Context: an optimization exercise on an open-source flow, tuned for small area and a short achievable clock period. The choices shown serve that exercise and are no tape-out recipe. The RTL was checked by simulation tests, not by an equivalence proof against the original design. No activity file was given, so power comes from the tool's default toggle rates.

v27:
## adder100_reg
module adder100_reg (
    input  wire        clk,
    input  wire [99:0] a,
    input  wire [99:0] b,
    input  wire        cin,
    output reg  [99:0] cout,
    output reg  [99:0] sum
);
export LEC_CHECK = 0
export CAP_MARGIN = 20
export CORE_MARGIN = 2
export CORE_UTILIZATION = 40
export CTS_CLUSTER_DIAMETER = 90
export CTS_CLUSTER_SIZE = 32
export SLEW_MARGIN = 20
export SYNTH_HIERARCHICAL = 1
create_clock -name core_clock -period 40.0 [get_ports {clk}]
standard.sh (not shown) runs the stock make flow with config.mk's settings and CLKGATE_MAP_FILE= SYNTH_SCRIPT=/design/flow/synth_recipe.tcl, a recipe that flattens the netlist after the stock synthesis.
==> flow/flow/run.sh <==
#!/bin/bash
# The standard layout (standard.sh) with these changes:
#  - Yosys's synth runs with -noabc, so the generic gates reach extract_fa as the RTL wrote
#    them and every full adder is found in its plain polarity (no inverters around it);
#  - half-adder cells are kept out of synthesis (the platform's don't-use list plus ha_*),
#    so extract_fa maps only full adders and abc maps the rest;
#  - port buffers are buf_1 cells (the smallest buffer) instead of the default pick.
# Each tool's output is in orfs/logs/; make's own output goes to run_standard.log.
set -euo pipefail
DONT_USE="sky130_fd_sc_hd__probe_p_8 sky130_fd_sc_hd__probec_p_8 sky130_fd_sc_hd__lpflow_bleeder_1 sky130_fd_sc_hd__lpflow_clkbufkapwr_1 sky130_fd_sc_hd__lpflow_clkbufkapwr_16 sky130_fd_sc_hd__lpflow_clkbufkapwr_2 sky130_fd_sc_hd__lpflow_clkbufkapwr_4 sky130_fd_sc_hd__lpflow_clkbufkapwr_8 sky130_fd_sc_hd__lpflow_clkinvkapwr_1 sky130_fd_sc_hd__lpflow_clkinvkapwr_16 sky130_fd_sc_hd__lpflow_clkinvkapwr_2 sky130_fd_sc_hd__lpflow_clkinvkapwr_4 sky130_fd_sc_hd__lpflow_clkinvkapwr_8 sky130_fd_sc_hd__lpflow_decapkapwr_12 sky130_fd_sc_hd__lpflow_decapkapwr_3 sky130_fd_sc_hd__lpflow_decapkapwr_4 sky130_fd_sc_hd__lpflow_decapkapwr_6 sky130_fd_sc_hd__lpflow_decapkapwr_8 sky130_fd_sc_hd__lpflow_inputiso0n_1 sky130_fd_sc_hd__lpflow_inputiso0p_1 sky130_fd_sc_hd__lpflow_inputiso1n_1 sky130_fd_sc_hd__lpflow_inputiso1p_1 sky130_fd_sc_hd__lpflow_inputisolatch_1 sky130_fd_sc_hd__lpflow_isobufsrc_1 sky130_fd_sc_hd__lpflow_isobufsrc_16 sky130_fd_sc_hd__lpflow_isobufsrc_2 sky130_fd_sc_hd__lpflow_isobufsrc_4 sky130_fd_sc_hd__lpflow_isobufsrc_8 sky130_fd_sc_hd__lpflow_isobufsrckapwr_16 sky130_fd_sc_hd__lpflow_lsbuf_lh_hl_isowell_tap_1 sky130_fd_sc_hd__lpflow_lsbuf_lh_hl_isowell_tap_2 sky130_fd_sc_hd__lpflow_lsbuf_lh_hl_isowell_tap_4 sky130_fd_sc_hd__lpflow_lsbuf_lh_isowell_4 sky130_fd_sc_hd__lpflow_lsbuf_lh_isowell_tap_1 sky130_fd_sc_hd__lpflow_lsbuf_lh_isowell_tap_2 sky130_fd_sc_hd__lpflow_lsbuf_lh_isowell_tap_4 sky130_fd_sc_hd__ha_1 sky130_fd_sc_hd__ha_2 sky130_fd_sc_hd__ha_4"
bash standard.sh SYNTH_ARGS=-noabc DONT_USE_CELLS="$DONT_USE" BUFFER_PORTS_ARGS="-buffer_cell sky130_fd_sc_hd__buf_1" finish > run_standard.log 2>&1
Here is what was changed in the inputs of v45 compared with v27.
Settings: CORE_UTILIZATION: 40 -> 70.
Findings:
Compared to v27, the router laid down more metal wire for v45.
Against v27, v45 comes in about 40% lower on die area.
Synthesis-to-layout area growth: v45 vs v27 down 1.8 points
Compared with v27, v45 shows setup slack after layout lower by 0.035 ns.
[compare] base=v27 new=v45: max-slew violation count was more or less identical, clock network fraction of design power now smaller, non-clock buffer count now sits at about the same level, pre-CTS setup slack saw an increase, via count saw an increase.
Modified inputs, v48 compared to v45
Settings: changing CORE_UTILIZATION from 70 to 55.
### Flow results
Looking only at number of antenna violations at the first check in global routing, and setting everything else aside, the higher value of v45 and v48 goes to v48.
Half-perimeter wire length after placement of v48 falls short of that of v45 by a little under 10%.
Summary of the comparison: wire length after detailed routing is lower in v48, relative to v45.
In the metrics for v45 and v48, the one carrying the lower area overhead of the layout relative to synthesis is v45.
Going from v45 to v48, clock latency reported for the late side of the worst-skew pair has remained practically unchanged, starting density of the core has decreased.
Comparing v45 with v48, the sequential power came out essentially unchanged.
Changes observed in v48 relative to v45: remaining antenna violation count after routing held, power lower, final area now sits higher.

==> re-timing with driven ports <==
Ports are ideal in the flow. The routed layouts listed here were re-timed in OpenROAD. Step 1 sets driving cells, clkbuf_16 on the clock port and buf_2 on the other inputs (assumed; they add their load-dependent delay and slew). Step 2 adds t to the input delays and takes it off the output delays; t is the mean of the earliest and latest rising clock arrival at the registers after step 1. Input paths then give back, and output paths get back, about the clock's delay inside the block. a / b / c = ideal ports / drivers / drivers and shift; a / b = the first two.
run | t (ns) | slack for setup (ns) | clock arrival spread, ns | worst register clock-pin slew, ns
v27 | 0.556 | 30.938 / 30.889 / 30.982 | 0.032 / 0.031 | 0.11 / 0.11
v45 | 0.541 | 30.903 / 30.857 / 30.995 | 0.034 / 0.034 | 0.11 / 0.11
v48 | 0.537 | 30.953 / 30.908 / 31.079 | 0.020 / 0.020 | 0.11 / 0.11
After both steps setup and hold are still met in every run listed.
